This is an optimization exercise on Yosys and OpenROAD, whose aim is small area, not a production implementation. Function was checked by simulation only, so behaviour that the tests miss may differ from the original. Power figures rest on the tool's default switching activity, not on a simulated workload.

[design/flow/run.sh]
#!/bin/bash
# synth_recipe.tcl (not shown) runs the flow's synth.tcl, then flattens the netlist and writes it again
# the make line also repeats each setting of config.mk as NAME=value (left out here)
make -C /OpenROAD-flow-scripts/flow DESIGN_CONFIG=/design/flow/config.mk WORK_HOME=/design/flow/orfs CLKGATE_MAP_FILE= SYNTH_SCRIPT=/design/flow/synth_recipe.tcl finish
[design/flow/config.mk]
export PLATFORM = sky130hd
export DESIGN_NAME = Full_datapath
export DESIGN_NICKNAME = Full_datapath
export VERILOG_FILES = /design/flow/design.v
export SDC_FILE = /design/flow/constraint.sdc
export NUM_CORES = 4
export LEC_CHECK = 0
export CAP_MARGIN = 20
export CORE_MARGIN = 2
export CORE_UTILIZATION = 55
export CTS_BUF_LIST = sky130_fd_sc_hd__clkbuf_8
export PLACE_DENSITY = 0.65
export SLEW_MARGIN = 20
export SYNTH_HIERARCHICAL = 1
export SYNTH_MINIMUM_KEEP_SIZE = 0
[design/flow/constraint.sdc]
create_clock -name core_clock -period 15.0 [get_ports {clk}]
set_input_delay 3.0000 -clock core_clock [delete_from_list [all_inputs] [get_ports {clk}]]
set_output_delay 3.0000 -clock core_clock [all_outputs]
set_load 0.01 [all_outputs]
[design/flow/design.v]
`timescale 1ns / 1ps
module Full_datapath( input clk, input rst,
 output [11:0] mem_addr, output [2:0] mem_func, output mem_re, output mem_we,
 output [31:0] mem_wdata, input [31:0] mem_rdata,
 output wb_we, output [4:0] wb_rd, output [31:0] wb_data);
reg        ph;
reg        rdr;
reg        pl;
reg        wbwe;
reg [31:0] pc;       
reg [31:2] ir1;      
reg [31:2] ir;       
reg [4:0]  wrd;
reg [31:0] r;        
reg [31:1] vld;      
wire [4:0] op = ir[6:2];
wire [2:0] f3 = ir[14:12];
wire [4:0] rd = ir[11:7];
wire is_op   = op == 5'b01100;
wire is_opi  = op == 5'b00100;
wire is_ld   = op == 5'b00000;
wire is_st   = op == 5'b01000;
wire is_br   = op == 5'b11000;
wire is_jal  = op == 5'b11011;
wire is_jalr = op == 5'b11001;
wire is_aui  = op == 5'b00101;
wire jump    = is_jal | is_jalr;
wire ok      = ph & ~rdr;
wire wen     = ok & (is_op | is_opi | is_ld | jump | is_aui) & (rd != 5'd0);
wire [31:0] w;        
wire [4:0] ra = ph ? ir[19:15] : ir[24:20];
wire [31:1] wsel;
wire [30:0] rsel;
genvar g, k;
generate for (g = 1; g < 32; g = g + 1) begin : x
 reg [31:0] q;
 assign wsel[g] = wen && rd == g;
 assign rsel[g-1] = ra == g && vld[g];
 always @(posedge clk) if (wsel[g]) q <= w;
end endgenerate
wire [31:0] rp;
generate for (k = 0; k < 32; k = k + 1) begin : rdb
 wire [30:0] col;
 for (g = 1; g < 32; g = g + 1) begin : c
  assign col[g-1] = x[g].q[k];
 end
 rdbit m(col, rsel, rp[k]);
end endgenerate
wire use_r = is_op | is_br;
wire alu_f = is_op | is_opi | is_jalr;    
wire sub = is_br | (alu_f & (f3 == 3'b010 || f3 == 3'b011 || (f3 == 3'b000 && ir[30] && is_op)));
wire [31:0] imm = {{21{ir[31]}}, ir[30:25], is_st ? ir[11:7] : ir[24:20]};
wire [31:0] bx;       
generate for (k = 0; k < 32; k = k + 1) begin : bs
 mxx m(imm[k], r[k], use_r, sub, bx[k]);
end endgenerate
wire [31:0] sum;
wire [16:0] cl;
wire [32:16] c0, c1;
wire [31:16] s0, s1;
assign cl[0] = sub;
assign c0[16] = 1'b0;
assign c1[16] = 1'b1;
generate for (k = 0; k < 16; k = k + 1) begin : al
 fa m(rp[k], bx[k], cl[k], sum[k], cl[k+1]);
end
for (k = 16; k < 32; k = k + 1) begin : ah
 fa m0(rp[k], bx[k], c0[k], s0[k], c0[k+1]);
 fa m1(rp[k], bx[k], c1[k], s1[k], c1[k+1]);
 mx2 m(s0[k], s1[k], cl[16], sum[k]);
end endgenerate
wire cf;
mx2 mc(c0[32], c1[32], cl[16], cf);
wire zf = sum == 32'd0;
wire lt = rp[31] ^ bx[31] ^ cf;
wire sl = f3 == 3'b001;
wire fill = ir[30] & ~sl & rp[31];
wire [31:0] s_0, s_1, s_2, s_3, s_4, s_5;
generate for (k = 0; k < 32; k = k + 1) begin : sh
 mx2i m0(rp[k], rp[31-k], sl, s_0[k]);
 mx2i m1(s_0[k], (k + 1 < 32) ? s_0[(k + 1) % 32] : ~fill, bx[0], s_1[k]);
 mx2i m2(s_1[k], (k + 2 < 32) ? s_1[(k + 2) % 32] : fill, bx[1], s_2[k]);
 mx2i m3(s_2[k], (k + 4 < 32) ? s_2[(k + 4) % 32] : ~fill, bx[2], s_3[k]);
 mx2i m4(s_3[k], (k + 8 < 32) ? s_3[(k + 8) % 32] : fill, bx[3], s_4[k]);
 mx2i m5(s_4[k], (k + 16 < 32) ? s_4[(k + 16) % 32] : ~fill, bx[4], s_5[k]);
end endgenerate
wire s_sum = ~alu_f | f3 == 3'b000;
wire s_shr = alu_f & f3 == 3'b101;
wire s_shl = alu_f & sl;
wire k_xo  = alu_f & (f3 == 3'b100 || f3 == 3'b110);
wire k_ao  = alu_f & (f3 == 3'b110 || f3 == 3'b111);
wire s_lt  = alu_f & f3 == 3'b010;
wire s_ltu = alu_f & f3 == 3'b011;
wire [31:0] alu, alu_l;
generate for (k = 0; k < 32; k = k + 1) begin : ao
 alubit m(sum[k], s_sum, s_5[k], s_shr, s_5[31-k], s_shl, rp[k], bx[k], k_xo, k_ao, alu_l[k]);
end endgenerate
assign alu = {alu_l[31:1], alu_l[0] | (s_lt & lt) | (s_ltu & ~cf)};
reg cond;
always @*
 case (f3)
  3'b000: cond = zf;
  3'b001: cond = ~zf;
  3'b100: cond = lt;
  3'b101: cond = ~lt;
  3'b110: cond = ~cf;
  3'b111: cond = cf;
  default: cond = 1'b0;
 endcase
wire taken = ok & (jump | (is_br & cond));
wire [31:0] pinc;
wire [32:2] ci;
assign ci[2] = ~rdr;
assign pinc[1:0] = pc[1:0];
generate for (k = 2; k < 32; k = k + 1) begin : inc
 ha m(pc[k], ci[k], pinc[k], ci[k+1]);
end endgenerate
wire [31:0] timm;
assign timm[0] = 1'b0;
assign timm[4:1] = is_aui ? 4'd0 : is_jal ? ir[24:21] : ir[11:8];
assign timm[10:5] = is_aui ? 6'd0 : ir[30:25];
assign timm[11] = is_aui ? 1'b0 : is_jal ? ir[20] : ir[7];
assign timm[19:12] = (is_aui | is_jal) ? ir[19:12] : {8{ir[31]}};
assign timm[31:20] = is_aui ? ir[31:20] : {12{ir[31]}};
wire [31:0] tgt;
wire [32:1] ct;
assign tgt[0] = pc[0];
assign ct[1] = 1'b0;
generate for (k = 1; k < 32; k = k + 1) begin : ta
 fa m(pc[k], timm[k], ct[k], tgt[k], ct[k+1]);
end endgenerate
wire p_hold = ~ph;
wire p_inc  = ph & ~taken;
wire p_tgt  = taken & ~is_jalr;
wire p_alu  = taken & is_jalr;
wire [31:0] pc_next;
generate for (k = 0; k < 32; k = k + 1) begin : pn
 ao4 m(pc[k], p_hold, pinc[k], p_inc, tgt[k], p_tgt, alu[k], p_alu, pc_next[k]);
end endgenerate
wire w_j   = ph & jump;
wire w_au  = ph & is_aui;
wire w_ld  = ph & is_ld;
wire w_alu = ph & ~(jump | is_aui | is_ld);
generate for (k = 0; k < 32; k = k + 1) begin : wm
 ao5 m(pinc[k], w_j, tgt[k], w_au, mem_rdata[k], w_ld, alu[k], w_alu, rp[k], ~ph, w[k]);
end endgenerate
always @(posedge clk or posedge rst)
 if (rst) begin
  ph <= 1'b0; rdr <= 1'b1; pl <= 1'b0; wbwe <= 1'b0; pc <= 32'd0; vld <= 31'd0;
 end else begin
  ph <= ~ph;
  pl <= rdr & ph;
  wbwe <= wen;
  rdr <= ph ? taken : rdr;
  pc <= pc_next;
  vld <= vld | wsel;
 end
always @(posedge clk) begin
 ir1 <= mem_rdata[31:2];
 if (ph) ir <= ir1;
 wrd <= rd;
 r <= w;
end
generate for (k = 0; k < 12; k = k + 1) begin : ma
 mx2 m(pinc[k], alu[k], ph, mem_addr[k]);
end endgenerate
assign mem_func = ph ? f3 : 3'b010;
assign mem_re = ph ? ok & is_ld : pl;
assign mem_we = ok & is_st;
assign mem_wdata = r;
assign wb_we = wbwe;
assign wb_rd = wrd;
assign wb_data = r;
endmodule
module fa(input a, input b, input ci, output s, output co);
assign {co, s} = a + b + ci;
endmodule
module ha(input a, input b, output s, output co);
assign {co, s} = a + b;
endmodule
module mx2(input a0, input a1, input s, output y);
assign y = s ? a1 : a0;
endmodule
module mx2i(input a0, input a1, input s, output y);
assign y = ~(s ? a1 : a0);
endmodule
module mxx(input a0, input a1, input s, input x, output y);
assign y = (s ? a1 : a0) ^ x;
endmodule
module aoi222(input a1, input a2, input b1, input b2, input c1, input c2, output y);
assign y = ~((a1 & a2) | (b1 & b2) | (c1 & c2));
endmodule
module aoi22(input a1, input a2, input b1, input b2, output y);
assign y = ~((a1 & a2) | (b1 & b2));
endmodule
module ao4(input a1, input a2, input b1, input b2, input c1, input c2, input d1, input d2, output y);
assign y = (a1 & a2) | (b1 & b2) | (c1 & c2) | (d1 & d2);
endmodule
module ao5(input a1, input a2, input b1, input b2, input c1, input c2, input d1, input d2,
 input e1, input e2, output y);
assign y = (a1 & a2) | (b1 & b2) | (c1 & c2) | (d1 & d2) | (e1 & e2);
endmodule
module alubit(input sum, input s_sum, input shr, input s_shr, input shl, input s_shl,
 input a, input b, input k_xo, input k_ao, output y);
assign y = (sum & s_sum) | (shr & s_shr) | (shl & s_shl) | ((a ^ b) & k_xo) | (a & b & k_ao);
endmodule
module lgc(input a, input b, input k_xo, input k_ao, output y);
wire x = a ^ b;
assign y = ~((x & k_xo) | (a & b & k_ao));
endmodule
module rdbit(input [30:0] d, input [30:0] s, output y);
wire [10:0] n;
genvar k;
generate for (k = 0; k < 10; k = k + 1) begin : g
 aoi222 c(d[3*k], s[3*k], d[3*k+1], s[3*k+1], d[3*k+2], s[3*k+2], n[k]);
end endgenerate
assign n[10] = ~(d[30] & s[30]);
assign y = ~&n;
endmodule
==> impl.org, run 1 <==
** Floorplanning
- Effective utilization at floorplan :: 0.555
- The die is 297 um tall.
- Total core area :: 85100 um2
- I/O pin total :: ~120
- Number of core rows :: 107
- Die extent in x :: 297 um
- DIE AREA :: 88300 um2

** Hold path
- Hold_sp :: ir1[3]$_DFF_P_
- Count of cells along the worst hold path :: 0
- The path class of the tightest hold or removal check is register to register.
- Worst Hold Path EP :: ir[3]$_DFFE_PP_

** Worst setup path
- Setup slack of the worst register-to-register path :: ~470 ps
- Crit Path Max Fanout :: 17
- The cell that appears most often on the critical path is fa_1.
- Cell count of the worst reg-to-reg path :: 38
- At the worst endpoint, the required time is 12000 ps.
- The most critical setup path has its startpoint at ir[24]$_DFFE_PP_.
- Data arrives at the worst endpoint at 11700 ps.
- Slowest stage cell on the critical path :: a2111o_2
- For this run, the slowest stage of the critical path takes 650 ps.
- Reg2Reg Launch Point :: ir[4]$_DFFE_PP_
- The worst register-to-register path ends at x[17].q[31]$_DFFE_PP_.
- STA classifies the critical path startpoint as a register.
- By startpoint and endpoint, the worst setup path is classified as register to output port.
- STA classifies the critical path endpoint as an output port.

** Timing
- Setup violations remaining at the end of the flow were counted as 0.
- Worst-margin pin slew :: around 1100 ps
- Between clock sinks in the finished design, the worst skew comes to 51.2 ps.
- Across all setup checks in the final design, the least slack found is 301 ps.
- Hold is met by 401 ps.
- For the finished layout, the period the worst path requires is 14700 ps.
- Derived from the worst setup path, the maximum achievable clock frequency is 68.0 MHz.
- Portion of the clock cycle consumed by the worst path in the final layout :: 0.980
- Max Slew Vio Count :: 0
- Number of failing hold endpoints at the final stage :: 0
- RSZ-0062 raised after global routing :: false
- Setup total negative slack on the finished layout was measured at 0 ps.
- Worst relative slew slack :: 0.264

** Synthesis
- The compound-gate portion of the synthesized area is 0.122.
- Synth Area in XOR/XNOR :: 0.00686
- In this run the mean area of a mapped cell was 17.7 um2.
- Number of different library cells in the post-synthesis netlist :: 61
- Dominant synthesized flop cell :: edfxtp_1
- Largest family of logic cells by synthesized area :: compound AO/OA/AOI/OAI gates
- Simple-gate share of the synthesized area :: 0.0387
- Synthesis-stage register bit count :: between 1000 and 1500
- Fraction of the mapped netlist area in adder cells :: 0.0501
- Post-Syn Area :: 47300 um2
- After technology mapping, the gate count stands at between 2000 and 3000.
- Yosys mapped a number of flops with a built-in enable equal to 1022.
- During synthesis, Yosys emitted a total of 7 warnings.
- Counting flops with an async set or reset pin after synthesis yields a share of 0.0580.
- Of the synthesized area, sequential elements account for 0.713.
- Share of cell area taken by muxes after synthesis :: 0.0589

** Place
- Routability congestion estimate from global placement :: 0.942
- During placement, the flow inserted port buffers numbering 120.
- Detailed Place HPWL :: about 97000 um
- Timing analysis after detailed placement gives a worst setup slack of 254 ps.
- After detailed placement, the design holds a cell count of 4007.

** Clock network
- TritonCTS created approximately 180 clock buffers.
- Maximum buffer depth of the clock tree :: 3
- For this design, the sink count on the clock tree is approximately 1200.
- The later pin in the worst-skew pair is clocked with a latency of 860 ps.
- CTS HTree Levels :: 4
- TritonCTS clock tree :: built
- Clock Tree Root :: clkbuf_8
- The number of hold buffers added after CTS was 0.
- CTS clock-pin slew for the worst setup and hold paths :: 60 ps

** Finish
- From synthesis to final layout, the design area changed by 15.4%.
- Final nets :: 3234
- Excluding fillers, the count of instances in the completed layout stands at 4357.
- Filler Cells Inserted :: slightly above 6000
- The library cell used most frequently in the layout, excluding fill and tap cells, is edfxtp_1.
- Share of cells above drive strength 1 :: 0.161
- The library cells used most frequently in the layout, excluding fill and tap cells, are 1022 x edfxtp_1, 384 x a222oi_1, 228 x mux2i_1.

** GRT
- The first global-routing pass estimated 215000 um of wire.
- In the global route stage, overall resource usage came out at 0.341.
- The number of antenna violations at the first check in global routing was 8.
- The via count of the first global-routing pass was ~30000.
- Largest net degree at the start of global routing :: 68
- Aggregate global routing overflow :: 0

** Job
- Number of max-capacitance violations reported :: 0

** Power and ir drop
- In this run the static leakage power is 19.6 nW.
- Ratio of total power to cell area :: 112 nW/um2
- The worst-case IR drop observed on VDD is 0.104 mV.

** Routing
- Number of violations reported at the end of detailed-routing iteration 0 :: 5728
- Mean routed wirelength per cell :: around 35 um
- The detailed router placed 30800 vias in this run.
- Wires add up to 153000 um.
- Once detail routing completed, the nets flagged for antenna violations numbered 0.
- The pre-antenna-repair detailed-routing pass consisted of 13 iterations.
- Via-to-Cell Ratio :: 7.06
- In the routed design, unresolved DRC markers number 0.

** Outcome
- The flow ran to the end and the layout has no timing, DRC or antenna violations.
-- power breakdown --
part / total (mW) / leakage, nW / internal, mW / switching, mW
clock: 2.53 / 1.97 / 1.30 / 1.22
combinational: 0.101 / 6.95 / 0.0440 / 0.0574
sequential: 3.49 / 10.7 / 3.48 / 0.0143
-- cell families (layout without fill, tap and decap cells) --
logic type,Yosys count,after routing
AOI/OAI and AO/OA,620,620
other,2,9
buffers and inverters,80,622
xor gates and xnor gates,37,37
DFF,1156,1156
muxes,263,263
and+or+nand+nor,364,364
adders and majority gates,142,142
-- state kept, by name, summed over array words and instances, names as in the netlist --
name,cells
x.q,992
ir,30
ir1,30
pc,32
wbwe,1
wrd,5
r,32
ph,1
pl,1
rdr,1
vld,31
-- per-layer routing --
layer / GRT usage / wire (um) / vias up
met1: 0.459 / 56900 / 15600
met4: 0.203 / 9690 / 2
li1: - / - / 12500
met2: 0.515 / 69300 / 2282
met3: 0.0719 / 16700 / 375
met5: 0 / 16 / -
-- how the worst max path moves through the flow --
stage | cells after the start | to | slack, ps
global placement | 36 | x[14].q[30]$_DFFE_PP_ | 460
finish | 29 | mem_addr[0] | 300
CTS | 29 | mem_addr[0] | 130
detailed placement | 36 | x[13].q[30]$_DFFE_PP_ | 250
global route | 38 | x[7].q[31]$_DFFE_PP_ | 20
floorplan | 25 | mem_addr[0] | 460
-- Yosys cell counts, drive strengths merged, types with 6 or more instances --
master  instances  area (um2)
a2111o         32         360
nor2b          10        62.6
nor2           37         139
fa             79        1580
nand2b          6        37.5
a21o           19         143
mux2i         229        2290
nand4          69         438
xnor2          34         298
mux2           34         492
inv            16        60.1
a22oi         128         961
nor4           18         128
a31o           19         166
ha             62         776
buf            52         358
dfrtp          66        1650
a41o            9        90.1
nand2         143         539
a222oi        384        3840
and3           37         231
edfxtp       1022       30700
clkbuf         12        45.0
dfxtp          67        1340
nor3           26         130
-- per-module statistics from Yosys, one instance, submodules excluded --
| module | flops+latches | times used | cells |
|---|---|---|---|
| fa | 0 | 79 | 1 |
| mx2 | 0 | 29 | 1 |
| alubit | 0 | 32 | 4 |
| ao4 | 0 | 32 | 3 |
| mx2i | 0 | 192 | 1 |
| rdbit | 0 | 32 | 4 |
| ha | 0 | 30 | 1 |
| Full_datapath | 1156 | 1 | 1502 |
| mxx | 0 | 32 | 2 |
| aoi222 | 0 | 320 | 1 |
| ao5 | 0 | 32 | 3 |
-- repair_timing --
item                                    in CTS  in global routing
resized for setup                            0                 23
endpoints found under the setup margin       0                 65
setup buffers                                0                 14
-- layout make-up --
type                       instances  area (um2)  share of cell area
antenna                            6        15.0            0.000275
clock buffer                     191        2630              0.0482
clock inverter                   138         815              0.0149
inverter                          16        62.6             0.00115
multi-input combinational       1429       13500               0.247
sequential                      1156       33700               0.618
tap                             1144        1430              0.0262
timing repair buffer             277        2420              0.0444
-- worst max-delay path, delay by kind of cell (launching register included) --
kind,cells,cell delay [ps]
AO/OA/AOI/OAI,4,1620
XOR/XNOR,1,150
adder cells (fa/ha/maj),16,6270
buffers and inverters,2,670
flip-flops,1,520
multiplexers,2,620
AND/OR/NAND/NOR,4,970
-- stage by stage --
stage	instance area (um2)	power (mW)	util
CTS	54300	6.15	0.638
global placement	50800	3.66	0.597
finish	54600	6.12	0.641
global route	54500	6.30	0.641
detailed placement	50900	3.66	0.597
floorplan	47300	3.61	-
==> run 2: changes to the inputs <==
--- a/design/flow/config.mk
+++ b/design/flow/config.mk
@@ -8,7 +8,7 @@
 export CAP_MARGIN = 20
 export CORE_MARGIN = 2
 export CORE_UTILIZATION = 55
-export CTS_BUF_LIST = sky130_fd_sc_hd__clkbuf_8
+export CTS_BUF_LIST = sky130_fd_sc_hd__clkbuf_4
 export PLACE_DENSITY = 0.65
 export SLEW_MARGIN = 20
 export SYNTH_HIERARCHICAL = 1
==> impl.org, run 2 <==
** Timing
- At the pin with the least slew margin, the transition time is 1100 ps.
- The final number of hold-violating endpoints was 0.
- Max Clock Freq :: about 68 MHz
- Hold timing on the final database bottoms out at a slack of 312 ps.
- Setup slack closes at 194 ps.
- For the finished layout, the period the worst path requires is 14810 ps.
- Setup tns final :: 0 ps
- Portion of the clock cycle consumed by the worst path in the final layout :: 0.987
- Measured against its own limit, the worst slew margin works out to 0.264.
- Max Slew Vio Count :: 0
- The clock arrives with 155 ps of skew.
- Setup violations remaining at the end of the flow were counted as 0.

** Finish
- The final layout contains 3374 nets.
- Number of flip-flops in the largest register :: 992
- Measured on the finished design, the core utilization comes to 0.645.
- The finished layout holds ~4500 standard cells, fillers aside.
- The library cells used most frequently in the layout, excluding fill and tap cells, are 1022 x edfxtp_1, 448 x clkbuf_4, 384 x a222oi_1.
- The largest registers in the layout are x.q x992, pc x32, r x32.
- The area growth from synthesis to layout is 16.3%.
- The library cell used most frequently in the layout, excluding fill and tap cells, is edfxtp_1.
- Of the cells placed in the final design, the portion with a size suffix greater than 1 is 0.230.
- Filler Cells Inserted :: approximately 6100
- Ranked by flip-flop count, first place goes to x.q.
- Summing all non-filler instances in the final layout gives an area of between 50000 and 60000 um2.

** Clock network
- Latest clock arrival within the worst-skew pair :: 1250 ps
- CTS clock-pin slew for the worst setup and hold paths :: 60 ps
- Maximum buffer depth of the clock tree :: 4
- The tree is rooted in a clkbuf_4.
- Total CTS buffers :: a little over 300
- Number of sinks handled by clock tree synthesis :: 1156
- CTS HTree Levels :: 5
- TritonCTS clock tree :: built

** GRT
- Largest net degree at the start of global routing :: 68
- The number of antenna violations at the first check in global routing is 12.
- Wire length of the first global-routing pass :: 218000 um
- For this run, the total global-route usage over all layers was measured as 0.345.
- Aggregate global routing overflow :: 0
- In the global route stage, met3 resource usage came out at 0.0846.
- Met1 capacity usage during global routing :: 0.456
- Met2 usage :: 0.519
- Via count of the first global-routing pass :: slightly above 30000
- Global routing's busiest layer :: met2

** Routing
- In this run, the number of DRC markers left after iteration 0 of detailed routing was 5832.
- Mean routed wirelength per cell :: about 34 um
- The first TritonRoute pass finished after 15 iterations.
- Via total after detailed routing :: between 30000 and 40000
- After detailed routing, the number of remaining DRC violations is 0.
- For this block, the routed nets add up to 154000 um of wire.
- Via-to-Cell Ratio :: between 6 and 7
- Final ANT Viol Nets :: 0

** Synthesis
- Of all flip-flops after synthesis, the portion carrying an async set or reset was 0.0580.
- Cell types with the highest counts after synthesis :: 1022 x edfxtp_1, 384 x a222oi_1, 229 x mux2i_1
- Most frequent cell after synthesis :: edfxtp_1
- Of the post-synthesis cell area, the dominant cell type holds 0.649.
- The share of the Yosys chip area taken by registers is 0.713.
- Synthesis instantiated 61 different standard cells from the library.
- Synthesis produced a netlist whose cell count is between 2000 and 3000.
- Biggest area contributors in the synthesized netlist :: edfxtp_1 65%, a222oi_1 8.1%, mux2i_1 4.9%, dfrtp_1 3.5%, fa_1 3.3%
- Number of flops mapped to enable cells by yosys :: between 1000 and 1500
- Summing every instance area after synthesis gives 47300 um2.
- Area leader, netlist :: edfxtp_1
- Synthesis-stage register bit count :: 1156
- Mean instance size in the synthesized netlist :: approximately 18 um2
- For this run, the leading register cell type out of synthesis is edfxtp_1.
- Syn. warnings :: 7

** Worst setup path
- The critical path is of the register to output port type.
- STA classifies the critical path startpoint as a register.
- Data arrival time of the critical path :: 11810 ps
- Slowest stage cell on the critical path :: a2111o_2
- Critical path's most frequent cell :: fa_1
- Worst Setup End Kind :: output port
- Setup slack of the worst register-to-register path :: 470 ps
- CP Data Required Time :: 12000 ps
- Along the worst path, the maximum fanout reaches 5.
- Biggest cell delay along the critical path :: 590 ps

** Floorplanning
- Die extent in x :: between 200 and 300 um
- The die covers 88300 um2.
- Chip height :: about 300 um
- After floorplanning, the core was sized to cover roughly 85000 um2.
- between 100 and 150 I/O pins were placed.
- For this configuration, the core starts out at a cell density of 0.555.
- Row generation in the floorplan step produced 107 rows.

** Place
- Summing all placed instances gives a cell area of about 51000 um2.
- Routability congestion estimate from global placement :: 0.942
- Count of input and output buffers :: 120
- Post-Place Worst Slack :: 254 ps
- Placed Cells :: between 4000 and 5000
- After legalization and detailed placement, the total HPWL measured 97200 um.

** Power and ir drop
- Leakage power :: 19.9 nW
- Dividing total power by cell area gives a power density of 114 nW/um2.
- Across the VDD grid, the largest voltage drop is between 0.08 and 0.09 mV.
- Power comes to 6.24 mW.

** Outcome
- The flow ran to the end and the layout has no timing, DRC or antenna violations.

** Job
- Number of max-capacitance violations reported :: 0

** Hold path
- Type of the tightest min-delay check :: register to register
==> run 2: routing by layer <==
| metal | vias to the layer above | share of wire |
|---|---|---|
| li1 | 12900 | - |
| met1 | 15900 | 0.36 |
| met2 | 2451 | 0.46 |
| met3 | 450 | 0.12 |
| met4 | 6 | 0.063 |
| met5 | - | 0.00026 |
==> run 2: timing repair <==
action / 4_1_cts / 5_1_grt
setup buffers: 8 / 17
hold buffers: 0 / 0
pin swaps: 6 / 12
gates resized for setup: 10 / 39
endpoints found under the setup margin: 1 / 65
==> run 2: power by group <==
part	switching, mW	internal, mW
clock	1.23	1.42
sequential	0.0144	3.48
combinational	0.0575	0.0439
==> run 2: area by class of cell <==
cell class	count	area (um2)	area share
Antenna cell	9	22.5	0.000410
Clock buffer	448	3360	0.0612
Clock inverter	49	298	0.00542
Inverter	16	62.6	0.00114
Multi-Input combinational cell	1429	13500	0.246
Sequential cell	1156	33700	0.613
Tap cell	1144	1430	0.0260
Timing Repair Buffer	289	2530	0.0461
==> run 2: logic make-up after synthesis <==
logic type / count (synthesis) / synth area share
XOR/XNOR: 37 / 0.00686
adder cells (fa/ha/maj): 142 / 0.0501
multiplexers: 263 / 0.0589
buffers and inverters: 80 / 0.00980
AND/OR/NAND/NOR: 364 / 0.0387
flip-flops: 1156 / 0.713
other: 2 / 0.000159
AO/OA/AOI/OAI: 620 / 0.122
==> run 2: critical path: cells and delay by family, from the launching register on <==
family / cells / cell delay, ps
DFF: 1 / 490
muxes: 2 / 580
xor gates and xnor gates: 1 / 150
and+or+nand+nor: 3 / 770
adders and majority gates: 16 / 6350
buffers and inverters: 2 / 660
AOI/OAI and AO/OA: 4 / 1550
==> run 2: final timing paths <==
check	start	to	depth (start not counted)
hold / removal	ir1[3]$_DFF_P_	ir[3]$_DFFE_PP_	0
setup reg to reg	ir[4]$_DFFE_PP_	x[8].q[31]$_DFFE_PP_	38
max in group asynchronous	rst	vld[31]$_DFF_PP0_	4
setup / recovery	ir[24]$_DFFE_PP_	mem_addr[0]	28
min in group asynchronous	rst	pl$_DFF_PP0_	3
hold reg to reg	ir1[3]$_DFF_P_	ir[3]$_DFFE_PP_	0
==> run 2: Yosys stat by module, one instance, submodules excluded <==
module | flip-flops and latches | cells inside
Full_datapath | 1156 | 1502
alubit | 0 | 4
ao4 | 0 | 3
ao5 | 0 | 3
aoi222 | 0 | 1
fa | 0 | 1
ha | 0 | 1
mx2 | 0 | 1
mx2i | 0 | 1
mxx | 0 | 2
rdbit | 0 | 4
==> run 3: changes to the inputs <==
--- a/design/flow/design.v
+++ b/design/flow/design.v
@@ -21,9 +21,9 @@
 wire is_ld   = op == 5'b00000;
 wire is_st   = op == 5'b01000;
 wire is_br   = op == 5'b11000;
-wire is_jal  = op == 5'b11011;
 wire is_jalr = op == 5'b11001;
-wire is_aui  = op == 5'b00101;
+reg  is_aui;    
+reg  is_jal;
 wire jump    = is_jal | is_jalr;
 wire ok      = ph & ~rdr;
 wire wen     = ok & (is_op | is_opi | is_ld | jump | is_aui) & (rd != 5'd0);
@@ -157,12 +157,16 @@
  end
 always @(posedge clk) begin
  ir1 <= mem_rdata[31:2];
- if (ph) ir <= ir1;
+ if (ph) begin
+  ir <= ir1;
+  is_aui <= ir1[6:2] == 5'b00101;
+  is_jal <= ir1[6:2] == 5'b11011;
+ end
  wrd <= rd;
  r <= w;
 end
 generate for (k = 0; k < 12; k = k + 1) begin : ma
- mx2 m(pinc[k], alu[k], ph, mem_addr[k]);
+ mx2 m(pinc[k], sum[k], ph, mem_addr[k]);
 end endgenerate
 assign mem_func = ph ? f3 : 3'b010;
 assign mem_re = ph ? ok & is_ld : pl;
--- a/design/flow/config.mk
+++ b/design/flow/config.mk
@@ -8,7 +8,9 @@
 export CAP_MARGIN = 20
 export CORE_MARGIN = 2
 export CORE_UTILIZATION = 55
-export CTS_BUF_LIST = sky130_fd_sc_hd__clkbuf_4
+export CTS_BUF_LIST = sky130_fd_sc_hd__clkbuf_8
+export CTS_CLUSTER_DIAMETER = 60
+export CTS_CLUSTER_SIZE = 14
 export PLACE_DENSITY = 0.65
 export SLEW_MARGIN = 20
 export SYNTH_HIERARCHICAL = 1
==> impl.org, run 3 <==
** Outcome
- Outcome :: finished clean

** Finish
- Final nets :: roughly 3100
- The library cell used most frequently in the layout, excluding fill and tap cells, is edfxtp_1.
- Counting flops per register, the top entry is x.q.
- Share of cells above drive strength 1 :: 0.127
- Registers with the most flip-flops :: x.q x992, pc x32, r x32
- Relative to the synthesized area, the layout overhead comes to 11.5%.
- Most used cells in the layout excluding fill and tap cells :: 1024 x edfxtp_1, 384 x a222oi_1, 230 x mux2i_1
- The register with the most flip-flops in the layout has 992 of them.
- End-of-flow core utilization :: 0.618

** Clock network
- Number of sinks handled by clock tree synthesis :: 1158
- After clock tree synthesis, the clock-pin slew on the worst setup and hold paths is 90 ps.
- Count of hold-fix buffers inserted at cts :: 0
- CTS HTree Levels :: 3
- Latest clock arrival within the worst-skew pair :: 790 ps
- Clock Tree Root :: clkbuf_8
- Number of gates given a new drive strength after cts :: 0
- TritonCTS clock tree :: built
- The clock passes through at most 3 buffers.
- Setup Fix Bufs, Post-CTS :: 0
- Total CTS buffers :: 100

** Synthesis
- Synthesis-stage register bit count :: around 1200
- Yosys printed 7 warnings.
- Post-Syn Area :: ~47000 um2
- Mean instance size in the synthesized netlist :: approximately 18 um2
- For this run, the register share of the synthesized area comes to 0.716.
- Dominant synthesized flop cell :: edfxtp_1
- By area the synthesized netlist is led by edfxtp_1 65%, a222oi_1 8.1%, mux2i_1 4.9%, dfrtp_1 3.5%, fa_1 3.4%.
- After synthesis, the share of flip-flops with an asynchronous set or reset is 0.0579.
- Among all cell types in the netlist, the one instantiated most often is edfxtp_1.
- Count of mapped cells out of synthesis :: 2653
- Number of flops mapped to enable cells by yosys :: 1024
- Number of different library cells in the post-synthesis netlist :: 60
- Area leader, netlist :: edfxtp_1
- Cell types with the highest counts after synthesis :: 1024 x edfxtp_1, 384 x a222oi_1, 230 x mux2i_1
- Share of Yosys cell area claimed by the top area cell type :: 0.652

** Floorplanning
- I/O pin total :: 121
- In this run the vertical extent of the chip is around 300 um.
- DIE AREA :: 88100 um2
- From left edge to right edge, the die measures between 200 and 300 um.
- For this configuration, the core starts out at a cell density of 0.555.
- Total core area :: 85000 um2
- The floorplan has 107 rows.

** Timing
- Setup violations remaining at the end of the flow were counted as 0.
- Worst relative slew slack :: 0.180
- Setup tns final :: 0 ps
- Max Slew Vio Count :: 0
- Worst-case clock skew :: slightly above 80 ps
- Clock period minus worst slack :: about 15000 ps
- Final hold analysis gives a worst-case slack of slightly above 400 ps.
- Number of failing hold endpoints at the final stage :: 0
- At the pin with the least slew margin, the transition time is 1230 ps.
- RSZ-0062 raised after global routing :: false
- Portion of the clock cycle consumed by the worst path in the final layout :: 0.969
- Max Clock Freq :: 68.8 MHz
- Worst path setup slack after routing :: approximately 460 ps

** Worst setup path
- Counting stages on the worst path, the most repeated cell is fa_1.
- Crit Path Max Fanout :: 32
- Slowest stage cell on the critical path :: nand2_1
- Crit Reg-Reg Endpoint :: x[16].q[31]$_DFFE_PP_
- Data arrival time of the critical path :: between 10000 and 15000 ps
- STA puts the critical path data required time at 15250 ps.
- Worst Setup End Kind :: register
- The most critical setup path has its startpoint at ir[21]$_DFFE_PP_.
- Biggest cell delay along the critical path :: 590 ps
- Together, buffers and inverters on the worst path number 0.
- Setup slack on the worst reg-to-reg path comes out at 460 ps.
- Worst setup path category :: register to register
- The worst setup path is launched from a register.
- The startpoint identified for the worst register-to-register timing path is ir[21]$_DFFE_PP_.
- Cell count of the worst reg-to-reg path :: 35
- Family with the most delay on the worst path :: adder cells

** Routing
- For this block, the initial DRC count from the detailed router was 5545.
- The final route contains 30200 vias.
- In the routed design, unresolved DRC markers number 0.
- In the final routed layout, each cell accounts on average for 37.6 um.
- Final ANT Viol Nets :: 0
- The routed design has between 150000 and 200000 um of wire.
- In the routed layout, each cell is associated on average with a via count of just over 7.
- Length of the first detailed-routing pass in iterations :: 13

** GRT
- Entering global routing, the biggest net connects 68 pins.
- Wire length of the first global-routing pass :: 218000 um
- Across every metal layer, demand over resource in global routing totals 0.349.
- Global routing finished with a remaining overflow of 0.
- The via count of the first global-routing pass is 29500.
- The number of antenna violations at the first check in global routing came to 3.

** Power and ir drop
- Total power for the finished layout comes to 5.43 mW.
- Ratio of total power to cell area :: 103 nW/um2
- Worst ir drop on vdd :: about 0.074 mV
- The analysis attributes to cell leakage a power of 18.4 nW.

** Place
- Detailed placement ended at an HPWL of 98200 um.
- Routability-driven placement finished with a final weighted congestion of 0.922.
- Port buffering added 120 buffers.
- Post-Place Worst Slack :: ~630 ps

** Hold path
- Worst Hold Path EP :: ir[25]$_DFFE_PP_
- Type of the tightest min-delay check :: register to register
- Count of cells along the worst hold path :: 0
- In this run the most critical hold path is launched from ir1[25]$_DFF_P_.

** Job
- Max-cap violations in this run came to 0.
## run 3: cell types whose count changed in the layout (fill, tap and decap cells not counted), moves of 8 or more
cell	previous run	this run
nand2_2	11	20
buf_4	162	123
clkbuf_4	448	0
inv_1	12	41
clkbuf_8	0	104
a41o_1	9	0
a31o_2	16	1
clkinv_1	37	4
or2_2	3	18
nand2_1	132	151
a21o_1	19	1
or2_1	0	12
diode_2	9	1
## run 3: cell type report
| type | count | area [um2] |
|---|---|---|
| Antenna cell | 1 | 2.50 |
| Clock buffer | 104 | 1430 |
| Clock inverter | 56 | 380 |
| Fill cell | 6167 | 32400 |
| Inverter | 11 | 41.3 |
| Multi-Input combinational cell | 1434 | 13300 |
| Sequential cell | 1158 | 33800 |
| Tap cell | 1144 | 1430 |
| Timing Repair Buffer | 246 | 2190 |
## run 3: cell families (layout without fill, tap and decap cells)
group	Yosys count	in the layout	synth area share
muxes	265	265	0.0595
AOI/OAI and AO/OA	577	577	0.115
other	2	4	0.000159
DFF	1158	1158	0.716
adders and majority gates	141	141	0.0500
buffers and inverters	62	417	0.00822
and+or+nand+nor	413	413	0.0449
xor gates and xnor gates	35	35	0.00650
## run 3: worst max-delay path by stage
stage,cells after the start,endpoint
6_report,35,x[16].q[31]$_DFFE_PP_
3_3_place_gp,35,x[28].q[31]$_DFFE_PP_
4_1_cts,35,x[16].q[31]$_DFFE_PP_
3_5_place_dp,35,x[30].q[31]$_DFFE_PP_
5_1_grt,35,x[16].q[31]$_DFFE_PP_
2_1_floorplan,32,pc[0]$_DFF_PP0_
## run 3: modules after synthesis (local to each module, per instance)
module | area [um2] | cells | times used
ao4 | 18.8 | 3 | 32
aoi222 | 10.0 | 1 | 320
mxx | 18.8 | 2 | 32
mx2 | 15.0 | 1 | 29
fa | 20.0 | 1 | 79
ha | 12.5 | 1 | 30
mx2i | 10.0 | 1 | 192
ao5 | 21.3 | 3 | 32
Full_datapath | 35800 | 1491 | 1
alubit | 33.8 | 4 | 32
rdbit | 27.5 | 4 | 32
## run 3: power by group
part | switching [mW] | total [mW] | internal (mW)
clock network | 1.05 | 1.73 | 0.689
registers | 0.0140 | 3.54 | 3.52
logic | 0.103 | 0.152 | 0.0494
## run 3: per-layer routing
metal	global-route usage	wire (um)	share of wire	vias to the layer above
li1	-	-	-	12100
met1	0.461	55500	0.36	15300
met2	0.541	72300	0.46	2321
met3	0.0794	19500	0.12	382
met4	0.187	8920	0.057	0
met5	0	0	0	-
## run 3: through the flow
| stage | cell area, um2 | cells |
|---|---|---|
| 2_1_floorplan | 47200 | 2654 |
| 3_3_place_gp | 50700 | 3992 |
| 3_5_place_dp | 50700 | 3992 |
| 4_1_cts | 52500 | 4152 |
| 5_1_grt | 52600 | 4154 |
| 6_report | 52600 | 4154 |
==> run 4: changes to the inputs <==
--- a/design/flow/config.mk
+++ b/design/flow/config.mk
@@ -8,9 +8,9 @@
 export CAP_MARGIN = 20
 export CORE_MARGIN = 2
 export CORE_UTILIZATION = 55
-export CTS_BUF_LIST = sky130_fd_sc_hd__clkbuf_8
+export CTS_BUF_LIST = sky130_fd_sc_hd__clkbuf_16
 export CTS_CLUSTER_DIAMETER = 60
-export CTS_CLUSTER_SIZE = 14
+export CTS_CLUSTER_SIZE = 20
 export PLACE_DENSITY = 0.65
 export SLEW_MARGIN = 20
 export SYNTH_HIERARCHICAL = 1
==> impl.org, run 4 <==
** Routing
- In the routed layout, each cell is associated on average with a via count of ~7.3.
- Number of violations reported at the end of detailed-routing iteration 0 :: between 6000 and 7000
- Final ANT Viol Nets :: 0
- DRC violation count after routing :: 0
- Mean routed wirelength per cell :: around 38 um
- The routed layout has 30200 vias.
- Wires add up to 157000 um.
- The first detailed-routing pass took 14 iterations.

** Place
- Detailed Place HPWL :: around 98000 um
- Post-Place Worst Slack :: 627 ps
- Routability congestion estimate from global placement :: 0.922
- In this run the tool buffered the top-level ports with between 100 and 150 buffer cells.
- Placed Cells :: 3992

** Clock network
- Count of hold-fix buffers inserted at cts :: 0
- Clock Tree Root :: clkbuf_16
- Total CTS buffers :: 86
- CTS clock-pin slew for the worst setup and hold paths :: about 70 ps
- Number of gates given a new drive strength after cts :: 0
- Maximum buffer depth of the clock tree :: 3
- Latest clock arrival within the worst-skew pair :: 690 ps
- Once the clock tree was built, the setup fixing pass inserted 0 buffers.
- CTS saw 1158 sinks.
- CTS HTree Levels :: 3
- TritonCTS built the clock tree.

** Timing
- In the post-route analysis, the smallest setup slack over all paths is 526 ps.
- On the final layout, the worst hold slack is between 400 and 500 ps.
- Number of setup violations in the final report :: 0
- Setup tns final :: 0 ps
- Worst-margin pin slew :: 1150 ps
- Max Slew Vio Count :: 0
- Portion of the clock cycle consumed by the worst path in the final layout :: 0.965
- Derived from the worst setup path, the maximum achievable clock frequency is 69.1 MHz.
- Number of failing hold endpoints at the final stage :: 0
- RSZ-0062 raised after global routing :: false
- Worst relative slew slack :: 0.233
- Subtracting the final worst setup slack from the clock period gives around 14000 ps.
- Worst-case clock skew :: 47.3 ps

** Worst setup path
- The critical path is of the register to register type.
- For the worst setup path, the data required time is between 15000 and 20000 ps.
- Biggest cell delay along the critical path :: 560 ps
- The largest individual stage delay along the critical path comes from the cell nand2_1.
- Critical path's most frequent cell :: fa_1
- Startpoint type of the worst setup path :: register
- Data arrival time of the critical path :: 14660 ps
- STA classifies the critical path endpoint as a register.
- Of all nets on the critical path, the largest fanout is 32.

** Power and ir drop
- Switch Pwr :: ~1.3 mW
- Of the total power, the share spent switching nets is 0.220.
- Of the total power, registers draw 0.583.
- VDD sags by at most 0.119 mV.
- In this run the static leakage power is 18.8 nW.
- Overall power after layout :: slightly above 6 mW
- The share of total power dissipated in combinational logic is 0.025.
- The share of total power dissipated in the clock network is 0.392.
- Ratio of total power to cell area :: 113 nW/um2
- Cell internal power dissipation :: 4.74 mW

** Synthesis
- Number of different library cells in the post-synthesis netlist :: 60
- The commonest cells after synthesis are 1024 x edfxtp_1, 384 x a222oi_1, 230 x mux2i_1.
- Number of flops mapped to enable cells by yosys :: between 1000 and 1500
- The synthesized design contains 1158 register bits.
- Mean instance size in the synthesized netlist :: 17.8 um2
- The biggest area contributor in the post-synthesis netlist is edfxtp_1.
- Yosys instantiated no cell more often than edfxtp_1.
- For this run, asynchronously set or reset flops after synthesis account for 0.0579.
- Share of Yosys cell area claimed by the top area cell type :: 0.652
- Of the synthesized area, sequential elements account for 0.716.
- Post-Syn Area :: roughly 47000 um2
- The Yosys step of the flow raised 7 warnings.
- Biggest area contributors in the synthesized netlist :: edfxtp_1 65%, a222oi_1 8.1%, mux2i_1 4.9%, dfrtp_1 3.5%, fa_1 3.4%
- Count of mapped cells out of synthesis :: about 2700
- Dominant synthesized flop cell :: edfxtp_1

** GRT
- Largest net degree at the start of global routing :: roughly 70
- All-Layer GR Usage :: 0.350
- After global routing, the most crowded layer is met2.
- Aggregate global routing overflow :: 0
- Wire length of the first global-routing pass :: roughly 220000 um
- For this run, global-route usage on met1 was measured as 0.464.
- Via count of the first global-routing pass :: 29500
- Met3 GRT Util :: 0.0795
- For this run, global-route usage on met2 was measured as 0.538.
- The number of antenna violations at the first check in global routing came to 2.

** Finish
- The top cell types in the final layout, fill and taps aside, are 1024 x edfxtp_1, 384 x a222oi_1, 230 x mux2i_1.
- Number of standard cells in the final layout excluding fillers :: 4149
- The library cell used most frequently in the layout, excluding fill and tap cells, is edfxtp_1.
- Final nets :: 3112
- In the final layout, the share of cells above drive strength 1 is 0.132.
- Number of flip-flops in the largest register :: 992
- Ranked by flip-flop count, first place goes to x.q.
- The largest registers in the layout are x.q x992, pc x32, r x32.
- Syn-to-layout area delta :: 13.8%

** Floorplanning
- The die covers 88100 um2.
- Measured along the x axis, the die boundary spans 297 um.
- 121 I/O pins were placed.
- The floorplan step defined a core boundary enclosing 85000 um2.
- The initial utilization of the core area, before any placement, comes to 0.555.
- Number of core rows :: 107
- Measured along the y axis, the die boundary spans between 200 and 300 um.

** Outcome
- The run finished with no timing, DRC or antenna violations.

** Hold path
- The worst hold path belongs to the class register to register.

** Job
- Number of max-capacitance violations reported :: 0
-- run 4: cell counts after synthesis --
Identical to the previous run, type by type.
-- run 4: cells by family after synthesis --
logic type / synth area share
flip-flops: 0.716
AO/OA/AOI/OAI: 0.115
AND/OR/NAND/NOR: 0.0449
multiplexers: 0.0595
adder cells (fa/ha/maj): 0.0500
buffers and inverters: 0.00822
XOR/XNOR: 0.00650
other: 0.000159
-- run 4: path summary, 6_finish.rpt --
check	from	end	slack, ps	cells past startpoint
worst max register to register	ir[8]$_DFFE_PP_	x[21].q[31]$_DFFE_PP_	530	35
worst max-delay path	ir[8]$_DFFE_PP_	x[21].q[31]$_DFFE_PP_	530	35
worst min register to register	ir1[25]$_DFF_P_	ir[25]$_DFFE_PP_	400	0
worst min-delay path	ir1[25]$_DFF_P_	ir[25]$_DFFE_PP_	400	0
min in group asynchronous	rst	ph$_DFF_PP0_	2670	3
max in group asynchronous	rst	rdr$_DFFE_PP1P_	11670	4
-- run 4: cell type report --
| cell class | instances | area, um2 |
|---|---|---|
| sequential | 1158 | 33800 |
| fill | 6015 | 31300 |
| multi-input combinational | 1434 | 13300 |
| timing repair buffer | 246 | 2190 |
| clock buffer | 86 | 2150 |
| tap | 1144 | 1430 |
| clock inverter | 66 | 742 |
| inverter | 11 | 41.3 |
| antenna | 4 | 10.0 |
-- run 4: through the flow --
stage | utilization | area, um2
4_1_cts | 0.630 | 53600
6_report | 0.631 | 53700
2_1_floorplan | - | 47200
3_3_place_gp | 0.596 | 50700
3_5_place_dp | 0.596 | 50700
5_1_grt | 0.631 | 53700
-- run 4: power by group through the flow --
stage / Combinational [mW] / Clock, mW / Sequential (mW)
floorplan: 0.0657 / 0 / 3.61
finish: 0.152 / 2.38 / 3.54
global route: 0.159 / 2.52 / 3.54
CTS: 0.144 / 2.40 / 3.54
detailed placement: 0.144 / 0 / 3.61
global placement: 0.140 / 0 / 3.61
-- run 4: critical path: cells and delay by family, from the launching register on --
kind | cells | cell delay (ps)
adder cells (fa/ha/maj) | 31 | 12400
AO/OA/AOI/OAI | 1 | 190
AND/OR/NAND/NOR | 2 | 650
flip-flops | 1 | 510
multiplexers | 1 | 220
-- run 4: Yosys stat by module, one instance, submodules excluded, excerpt --
| module | flip-flops and latches | area [um2] | cells inside |
|---|---|---|---|
| ao4 | 0 | 18.8 | 3 |
| aoi222 | 0 | 10.0 | 1 |
| ao5 | 0 | 21.3 | 3 |
| mx2 | 0 | 15.0 | 1 |
| ha | 0 | 12.5 | 1 |
| alubit | 0 | 33.8 | 4 |
| Full_datapath | 1158 | 35800 | 1491 |
-- run 4: metal layers --
layer / routed length (um) / vias up
met5: 8 / -
met4: 9540 / 2
met3: 19000 / 396
met2: 71800 / 2302
met1: 56200 / 15300
li1: - / 12200
==> run 5: changes to the inputs <==
==> design/flow/config.mk (replaced) <==
export PLATFORM = sky130hd
export DESIGN_NAME = Full_datapath
export DESIGN_NICKNAME = Full_datapath
export VERILOG_FILES = /design/flow/design.v
export SDC_FILE = /design/flow/constraint.sdc
export NUM_CORES = 4
export LEC_CHECK = 0
export CAP_MARGIN = 20
export CORE_MARGIN = 2
export CORE_UTILIZATION = 70
export CTS_BUF_LIST = sky130_fd_sc_hd__clkbuf_8
export CTS_CLUSTER_DIAMETER = 60
export CTS_CLUSTER_SIZE = 14
export PLACE_DENSITY = 0.8
export SLEW_MARGIN = 20
export SYNTH_HIERARCHICAL = 1
export SYNTH_MINIMUM_KEEP_SIZE = 0
==> impl.org, run 5 <==
** Worst setup path
- For the worst setup path, the data required time is 15250 ps.
- Family with the most delay on the worst path :: adder cells
- The critical path is of the register to register type.
- STA classifies the critical path startpoint as a register.
- The slowest stage of the critical path is the nand2_1 cell.
- Critical path's most frequent cell :: fa_1
- For this run, the slowest stage of the critical path takes 600 ps.
- Data on the critical path arrives at its endpoint at approximately 15000 ps.
- The worst setup path is captured at a register.
- Crit Path Max Fanout :: 32
- Counting both buffers and inverters, the worst setup path holds a total of 0.

** Timing
- Worst-case clock skew :: 38.3 ps
- The worst path meets setup with 501 ps of slack.
- The count of pins over their slew limit was 0.
- Clock period minus worst slack :: 14500 ps
- RSZ-0062 raised after global routing :: false
- Worst-margin pin slew :: 1190 ps
- Of the available clock period, the critical path in the final layout requires 0.967.
- For this run, the top clock speed supported by timing is 69.0 MHz.
- Setup tns final :: 0 ps
- Worst relative slew slack :: 0.202
- The final number of hold-violating endpoints is 0.
- Number of setup violations in the final report :: 0

** GRT
- Number of antenna violations at the first check in global routing :: 5
- Aggregate global routing overflow :: 0
- Across every metal layer, demand over resource in global routing totals 0.447.
- Via count of the first global-routing pass :: just over 30000
- The first global-routing pass estimated between 200000 and 250000 um of wire.
- Entering global routing, the biggest net connects 68 pins.

** Floorplanning
- The floorplan step defined a die boundary enclosing 69500 um2.
- Measured along the y axis, the die boundary spans 264 um.
- Effective utilization at floorplan :: 0.705
- The core region is 66900 um2.
- During I/O placement, the number of pins put on the boundary was 121.
- The initialized floorplan defines 95 standard-cell rows.
- Die extent in x :: 264 um

** Outcome
- The run finished with no timing, DRC or antenna violations.

** Synthesis
- Mean instance size in the synthesized netlist :: 17.8 um2
- Share of synthesized area occupied by flip-flops and latches :: 0.716
- After synthesis, the most frequently instantiated cells are 1024 x edfxtp_1, 384 x a222oi_1, 230 x mux2i_1.
- The most common cell in the synthesized netlist is edfxtp_1.
- The synthesized design spends more area on one cell type than any other, namely edfxtp_1.
- After synthesis, the share of flip-flops with an asynchronous set or reset is 0.0579.
- For this run, the number of Yosys warnings is 7.
- Post-Syn Area :: 47200 um2
- Among all flip-flop cells after synthesis, the most frequent one is edfxtp_1.
- Number of flops mapped to enable cells by yosys :: slightly above 1000
- In the post-synthesis netlist, the biggest area contributors are edfxtp_1 65%, a222oi_1 8.1%, mux2i_1 4.9%, dfrtp_1 3.5%, fa_1 3.4%.
- Counting every instance in the synthesized netlist gives 2653.
- The synthesized design contains 1158 register bits.
- Number of different library cells in the post-synthesis netlist :: 60
- Share of Yosys cell area claimed by the top area cell type :: 0.652

** Routing
- The pre-antenna-repair detailed-routing pass consisted of 14 iterations.
- Number of violations reported at the end of detailed-routing iteration 0 :: 7826
- Final ANT Viol Nets :: 0
- DRC violation count after routing :: 0
- Summing over every cut layer, the via total after detailed routing is between 30000 and 40000.
- After detailed routing, the total wire length is 155000 um.
- After detailed routing, the average wire length per cell comes to 40.3 um.
- Using the TritonRoute via totals, the vias-per-cell ratio works out to 8.17.

** Job
- Number of max-capacitance violations reported :: 0

** Finish
- Compared with the post-synthesis result, the final layout area differs by 10.3%.
- In the layout the commonest cells are 1024 x edfxtp_1, 384 x a222oi_1, 230 x mux2i_1.
- Number of flip-flops in the largest register :: 992
- For this run, the post-layout net count is 3122.
- Excluding fillers, the count of instances in the completed layout stands at 3859.
- x.q holds more flip-flops than any other register.
- Registers with the most flip-flops :: x.q x992, pc x32, r x32
- In the final layout, the share of cells above drive strength 1 is 0.123.
- Commonest non-fill, non-tap cell in the layout :: edfxtp_1
- The layout has ~3600 filler cells.
- After routing the design area is 52000 um2.

** Clock network
- Clock tree synthesis found a total of 1158 sinks.
- Clock Tree Root :: clkbuf_8
- After clock tree synthesis, the flow added hold-fix buffers numbering 0.
- CTS HTree Levels :: 3
- TritonCTS built the clock tree.
- Number of gates given a new drive strength after cts :: 0
- In this run the post-CTS setup repair buffer count came out at 0.
- The number of clock buffers added by TritonCTS is 96.
- CTS clock-pin slew for the worst setup and hold paths :: about 100 ps
- Maximum buffer depth of the clock tree :: 3
- Latest clock arrival within the worst-skew pair :: 770 ps

** Place
- Count of input and output buffers :: 120
- Post-Place Worst Slack :: 713 ps
- Detailed placement finished with a half-perimeter wire length of between 90000 and 100000 um.
- Routability congestion estimate from global placement :: approximately 0.99
- Counting tap cells, the placed design contains a total of 3721 instances.
- Cell area after placement :: 50300 um2

** Power and ir drop
- Overall power after layout :: 5.34 mW
- Leakage power :: between 15 and 20 nW
- Worst ir drop on vdd :: 0.125 mV
- For this design the ratio of total power to cell area is ~100 nW/um2.

** Hold path
- Type of the tightest min-delay check :: register to register
-- run 5: cell counts after synthesis --
Identical to the previous run, type by type.
-- run 5: path summary, 6_finish.rpt --
check                                 start                    to  slack [ps]  cells past startpoint
max                        ir[21]$_DFFE_PP_  x[5].q[31]$_DFFE_PP_         500                     35
min                         ir1[21]$_DFF_P_      ir[21]$_DFFE_PP_         400                      0
max reg2reg                ir[21]$_DFFE_PP_  x[5].q[31]$_DFFE_PP_         500                     35
min reg2reg                 ir1[21]$_DFF_P_      ir[21]$_DFFE_PP_         400                      0
max in group asynchronous               rst          ph$_DFF_PP0_       11440                      3
min in group asynchronous               rst          pl$_DFF_PP0_        2840                      3
-- run 5: modules after synthesis, one instance, submodules excluded, a selection --
module	copies in the design	cells inside	area, um2
Full_datapath	1	1491	35800
alubit	32	4	33.8
ao4	32	3	18.8
ao5	32	3	21.3
aoi222	320	1	10.0
fa	79	1	20.0
ha	30	1	12.5
mx2i	192	1	10.0
mxx	32	2	18.8
rdbit	32	4	27.5
-- run 5: cell type report --
class | count | area, um2 | share of cell area
inverters | 11 | 41.3 | 0.000794
well taps | 873 | 1090 | 0.0210
multi-input cells | 1434 | 13300 | 0.256
diodes | 4 | 10.0 | 0.000192
clock buffers | 98 | 1350 | 0.0259
flip-flops and latches | 1158 | 33800 | 0.649
repair buffers | 246 | 2150 | 0.0414
clock inverters | 35 | 285 | 0.00549
-- run 5: worst reg2reg max path: cells and delay by family, from the launching register on --
family / cells / cell delay, ps
AND/OR/NAND/NOR: 2 / 690
AO/OA/AOI/OAI: 1 / 180
flip-flops: 1 / 510
multiplexers: 1 / 260
adder cells (fa/ha/maj): 31 / 12380
-- run 5: layer usage --
layer / global-route usage / vias up / wire length, um
met2: 0.656 / 3499 / 68200
met5: 0 / - / 26
met4: 0.293 / 4 / 12600
met1: 0.578 / 15200 / 49000
met3: 0.148 / 681 / 25600
li1: - / 12100 / -
-- run 5: cells by family after synthesis --
| group | after synthesis | synth area share |
|---|---|---|
| other cells | 2 | 0.000159 |
| simple gates | 413 | 0.0449 |
| mux | 265 | 0.0595 |
| xor+xnor | 35 | 0.00650 |
| buf+inv | 62 | 0.00822 |
| compound gates | 577 | 0.115 |
| flops | 1158 | 0.716 |
| fa+ha+maj | 141 | 0.0500 |
-- run 5: power breakdown --
group / total [mW] / leakage, nW / switching [mW] / internal (mW)
logic: 0.157 / 6.73 / 0.105 / 0.0516
clock network: 1.65 / 0.902 / 1.00 / 0.644
registers: 3.54 / 10.6 / 0.0146 / 3.52
total: 5.34 / 18.3 / 1.12 / 4.22
-- run 5: per-stage QoR --
step	hold slack, ps	util
3_5_place_dp	389	0.752
5_1_grt	411	0.777
4_1_cts	406	0.776
2_1_floorplan	386	-
6_report	404	0.777
3_3_place_gp	387	0.751
==> run 6: changes to the inputs <==
--- a/design/flow/design.v
+++ b/design/flow/design.v
@@ -165,9 +165,7 @@
  wrd <= rd;
  r <= w;
 end
-generate for (k = 0; k < 12; k = k + 1) begin : ma
- mx2 m(pinc[k], sum[k], ph, mem_addr[k]);
-end endgenerate
+assign mem_addr = ph ? sum[11:0] : pinc[11:0];
 assign mem_func = ph ? f3 : 3'b010;
 assign mem_re = ph ? ok & is_ld : pl;
 assign mem_we = ok & is_st;
--- a/design/flow/config.mk
+++ b/design/flow/config.mk
@@ -5,13 +5,13 @@
 export SDC_FILE = /design/flow/constraint.sdc
 export NUM_CORES = 4
 export LEC_CHECK = 0
-export CAP_MARGIN = 20
+export CAP_MARGIN = 0
 export CORE_MARGIN = 2
 export CORE_UTILIZATION = 70
 export CTS_BUF_LIST = sky130_fd_sc_hd__clkbuf_8
 export CTS_CLUSTER_DIAMETER = 60
 export CTS_CLUSTER_SIZE = 14
 export PLACE_DENSITY = 0.8
-export SLEW_MARGIN = 20
+export SLEW_MARGIN = 0
 export SYNTH_HIERARCHICAL = 1
 export SYNTH_MINIMUM_KEEP_SIZE = 0
==> impl.org, run 6 <==
** Worst setup path
- Setup slack of the worst register-to-register path :: between 600 and 700 ps
- STA classifies the critical path startpoint as a register.
- Reg2Reg Launch Point :: is_jal$_DFFE_PP_
- Among all stages on the critical path, the largest delay is contributed by edfxtp_1.
- CP Data Required Time :: 15450 ps
- At the worst endpoint, the arrival time is 14770 ps.
- The endpoint identified for the worst register-to-register timing path is x[30].q[31]$_DFFE_PP_.
- The cell that appears most often on the critical path is fa_1.
- For this run, the slowest stage of the critical path takes approximately 710 ps.
- Worst Setup End Kind :: register
- The critical path in this run is classified as register to register.
- Measured in cells, the most critical reg-to-reg path has a length of 36.
- Along the worst path, the maximum fanout reaches 32.

** Clock network
- Count of hold-fix buffers inserted at cts :: 0
- The tree built by TritonCTS fans out to approximately 1200 sinks.
- Maximum buffer depth of the clock tree :: 3
- CTS clock-pin slew for the worst setup and hold paths :: around 100 ps
- TritonCTS built the clock tree.
- Gates resized during post-CTS repair numbered 0.
- Total CTS buffers :: 95
- Setup Fix Bufs, Post-CTS :: 0
- Clock Tree Root :: clkbuf_8
- For the worst-skew pair, the clock arrives at the later sink with an insertion delay of 750 ps.
- CTS HTree Levels :: 3

** Finish
- The register with the most flip-flops in the layout has 992 of them.
- Register with the highest flop count :: x.q
- Registers with the most flip-flops :: x.q x992, pc x32, r x32
- Final nets :: 3116
- After the flow finishes, the layout carries non-filler instances totaling 3892.
- The area growth from synthesis to layout is 10.2%.
- Share of cells above drive strength 1 :: 0.111
- In the layout the commonest cells are 1024 x edfxtp_1, 384 x a222oi_1, 230 x mux2i_1.
- Commonest non-fill, non-tap cell in the layout :: edfxtp_1

** Routing
- Length of the first detailed-routing pass in iterations :: 15
- The routed layout has between 30000 and 40000 vias.
- The first routing iteration left approximately 7400 violations.
- Total routed wirelength :: between 100000 and 150000 um
- In the routed design, unresolved DRC markers number 0.
- Dividing the detail-routed wire length by the instance count gives around 37 um.
- Via-to-Cell Ratio :: 7.86
- Final ANT Viol Nets :: 0

** Synthesis
- Count of mapped cells out of synthesis :: between 2000 and 3000
- Share of Yosys cell area claimed by the top area cell type :: 0.653
- Ranked by total cell area, the synthesized netlist is headed by edfxtp_1 65%, a222oi_1 8.2%, mux2i_1 4.9%, dfrtp_1 3.5%, fa_1 3.4%.
- The commonest cells after synthesis are 1024 x edfxtp_1, 384 x a222oi_1, 230 x mux2i_1.
- Syn. warnings :: 7
- edfxtp_1 takes more of the synthesized area than any other cell.
- Post-Syn Area :: 47100 um2
- Most frequent cell after synthesis :: edfxtp_1
- Dominant synthesized flop cell :: edfxtp_1
- Number of flops mapped to enable cells by yosys :: 1024
- Counting distinct cell types in the post-synthesis netlist gives 62.
- Share of synthesized area occupied by flip-flops and latches :: 0.717
- Mean instance size in the synthesized netlist :: approximately 18 um2
- Proportion of synthesized flip-flops having asynchronous set or reset :: 0.0579
- Counting flops and latches in the post-synthesis netlist gives around 1200.

** Hold path
- The worst hold path begins at ir1[12]$_DFF_P_.
- Worst Hold Path EP :: ir[12]$_DFFE_PP_
- The worst hold path was traced through 0 stages.
- Type of the tightest min-delay check :: register to register

** Timing
- RSZ-0062 raised after global routing :: false
- Clock period minus worst slack :: 14320 ps
- Worst-case clock skew :: 51.8 ps
- At the pin with the least slew margin, the transition time is ~1400 ps.
- Static timing analysis puts the maximum clock frequency at about 70 MHz.
- In this run the tightest slew margin relative to its limit is 0.0535.
- Dividing the final minimum period by the clock period gives 0.955.
- Setup tns final :: 0 ps
- Setup violations remaining at the end of the flow were counted as 0.
- The final number of hold-violating endpoints was 0.
- Max Slew Vio Count :: 0

** Outcome
- The run finished with no timing, DRC or antenna violations.

** GRT
- Wire length of the first global-routing pass :: roughly 210000 um
- Largest net degree at the start of global routing :: about 70
- The number of antenna violations at the first check in global routing was 12.
- All-Layer GR Usage :: 0.420
- Via count of the first global-routing pass :: 29400
- Global routing finished with a remaining overflow of 0.

** Job
- Max-cap violations in this run came to 0.

** Place
- Placed Cells :: 3716
- Detailed placement ended at an HPWL of 93000 um.
- During placement, the flow inserted port buffers numbering 120.
- Routability congestion estimate from global placement :: 0.991

** Floorplanning
- Measured along the x axis, the die boundary spans about 260 um.
- I/O pin total :: approximately 120
- The die is 263 um tall.
- The die covers 69400 um2.
- The initial utilization of the core area, before any placement, comes to 0.704.
- The core region is 66900 um2.
- After floorplanning, the core was divided into 95 placement rows.

** Power and ir drop
- Ratio of total power to cell area :: slightly above 100 nW/um2
- VDD sags by at most about 0.14 mV.
- Leakage power :: 18.3 nW
## run 6: cell count changes in the layout (fill, tap and decap cells not counted), moves of 12 or more
cell	before	now
nand2_2	16	2
mux2_4	29	17
mux2_2	6	18
inv_1	28	68
nand2_1	155	167
## run 6: per-layer routing
layer,routed length [um],global-route usage,vias up
met3,21700,0.113,473
li1,-,-,12100
met2,65100,0.615,2965
met5,32,0,-
met4,9600,0.252,4
met1,49400,0.573,15000
## run 6: modules after synthesis (local to each module, per instance)
module / flops+latches / cells inside / copies in the design / area, um2
Full_datapath: 1158 / 1502 / 1 / 35900
alubit: 0 / 4 / 32 / 33.8
rdbit: 0 / 4 / 32 / 27.5
ao5: 0 / 3 / 32 / 21.3
fa: 0 / 1 / 79 / 20.0
ao4: 0 / 3 / 32 / 18.8
mxx: 0 / 2 / 32 / 18.8
mx2: 0 / 1 / 17 / 15.0
ha: 0 / 1 / 30 / 12.5
aoi222: 0 / 1 / 320 / 10.0
mx2i: 0 / 1 / 192 / 10.0
## run 6: layout make-up
cell class | count | area (um2)
clock buffers | 96 | 1320
inverters | 12 | 45.0
flip-flops and latches | 1158 | 33800
multi-input cells | 1432 | 13200
repair buffers | 242 | 2140
fillers | 3682 | 15000
clock inverters | 71 | 350
well taps | 873 | 1090
diodes | 8 | 20.0
## run 6: worst max path at each step
stage | startpoint | endpoint | slack, ps | depth (start not counted)
CTS | is_jal$_DFFE_PP_ | x[29].q[31]$_DFFE_PP_ | 800 | 36
finish | is_jal$_DFFE_PP_ | x[30].q[31]$_DFFE_PP_ | 680 | 36
global route | is_jal$_DFFE_PP_ | x[13].q[30]$_DFFE_PP_ | 290 | 34
floorplan | ph$_DFF_PP0_ | pc[0]$_DFF_PP0_ | 880 | 31
global placement | is_jal$_DFFE_PP_ | x[22].q[31]$_DFFE_PP_ | 1000 | 36
detailed placement | is_jal$_DFFE_PP_ | x[2].q[31]$_DFFE_PP_ | 850 | 36
## run 6: critical path: cells and delay by family (launching register included)
family	cells	cell delay (ps)
AOI/OAI and AO/OA	1	200
muxes	1	270
and+or+nand+nor	2	220
DFF	1	710
buffers and inverters	1	260
adders and majority gates	31	12340
## run 6: per-stage QoR
stage               hold slack (ps)  total power, mW  area (um2)  utilization  setup slack, ps
floorplan                       343             3.67       47100            -              885
global placement                386             3.75       50200        0.750             1000
detailed placement              390             3.76       50200        0.750              851
CTS                             411             5.31       51900        0.775              799
global route                    414             5.43       51900        0.776              292
finish                          412             5.31       51900        0.776              680
## run 6: report_power, final
group	switching [mW]	internal, mW	total [mW]
clock network	1.01	0.610	1.62
registers	0.0150	3.53	3.54
logic	0.102	0.0483	0.151
## run 6: kinds of logic (layout without fill, tap and decap cells)
group                      after synthesis  in the layout  synth area share
AOI/OAI and AO/OA                      575            575             0.115
DFF                                   1158           1158             0.717
other                                    2             11          0.000159
buffers and inverters                   63            421           0.00807
muxes                                  265            265            0.0586
and+or+nand+nor                        413            413            0.0454
adders and majority gates              141            141            0.0500
xor gates and xnor gates                35             35           0.00651

-- separate check: timing with driven ports --
The results above use ideal ports. As a check the final layouts listed here were re-extracted and re-timed, cells and wires unchanged. Step 1: set_driving_cell puts a clkbuf_16 on clk and a buf_2 on each other input, an assumption about the parent block. Step 2 moves the port delays by t, midway between the first and last clock arrival at a register: inputs arrive t later, outputs are due t later. That takes back most of the time a late clock gives input paths. Three values: no drivers, after step 1, after step 2; two values: the first two.
| run | t (ns) | setup slack, ns | pins driven straight from the clock port |
|---|---|---|---|
| run 1 | 0.897 | 0.301 / 0.241 / 0.474 | 1 |
| run 2 | 1.229 | 0.194 / 0.134 / 0.468 | 1 |
| run 3 | 0.816 | 0.462 / 0.462 / 0.462 | 1 |
| run 4 | 0.734 | 0.526 / 0.526 / 0.526 | 1 |
| run 5 | 0.818 | 0.501 / 0.501 / 0.501 | 1 |
| run 6 | 0.798 | 0.680 / 0.680 / 0.680 | 1 |
After both steps every run listed still meets setup and hold.
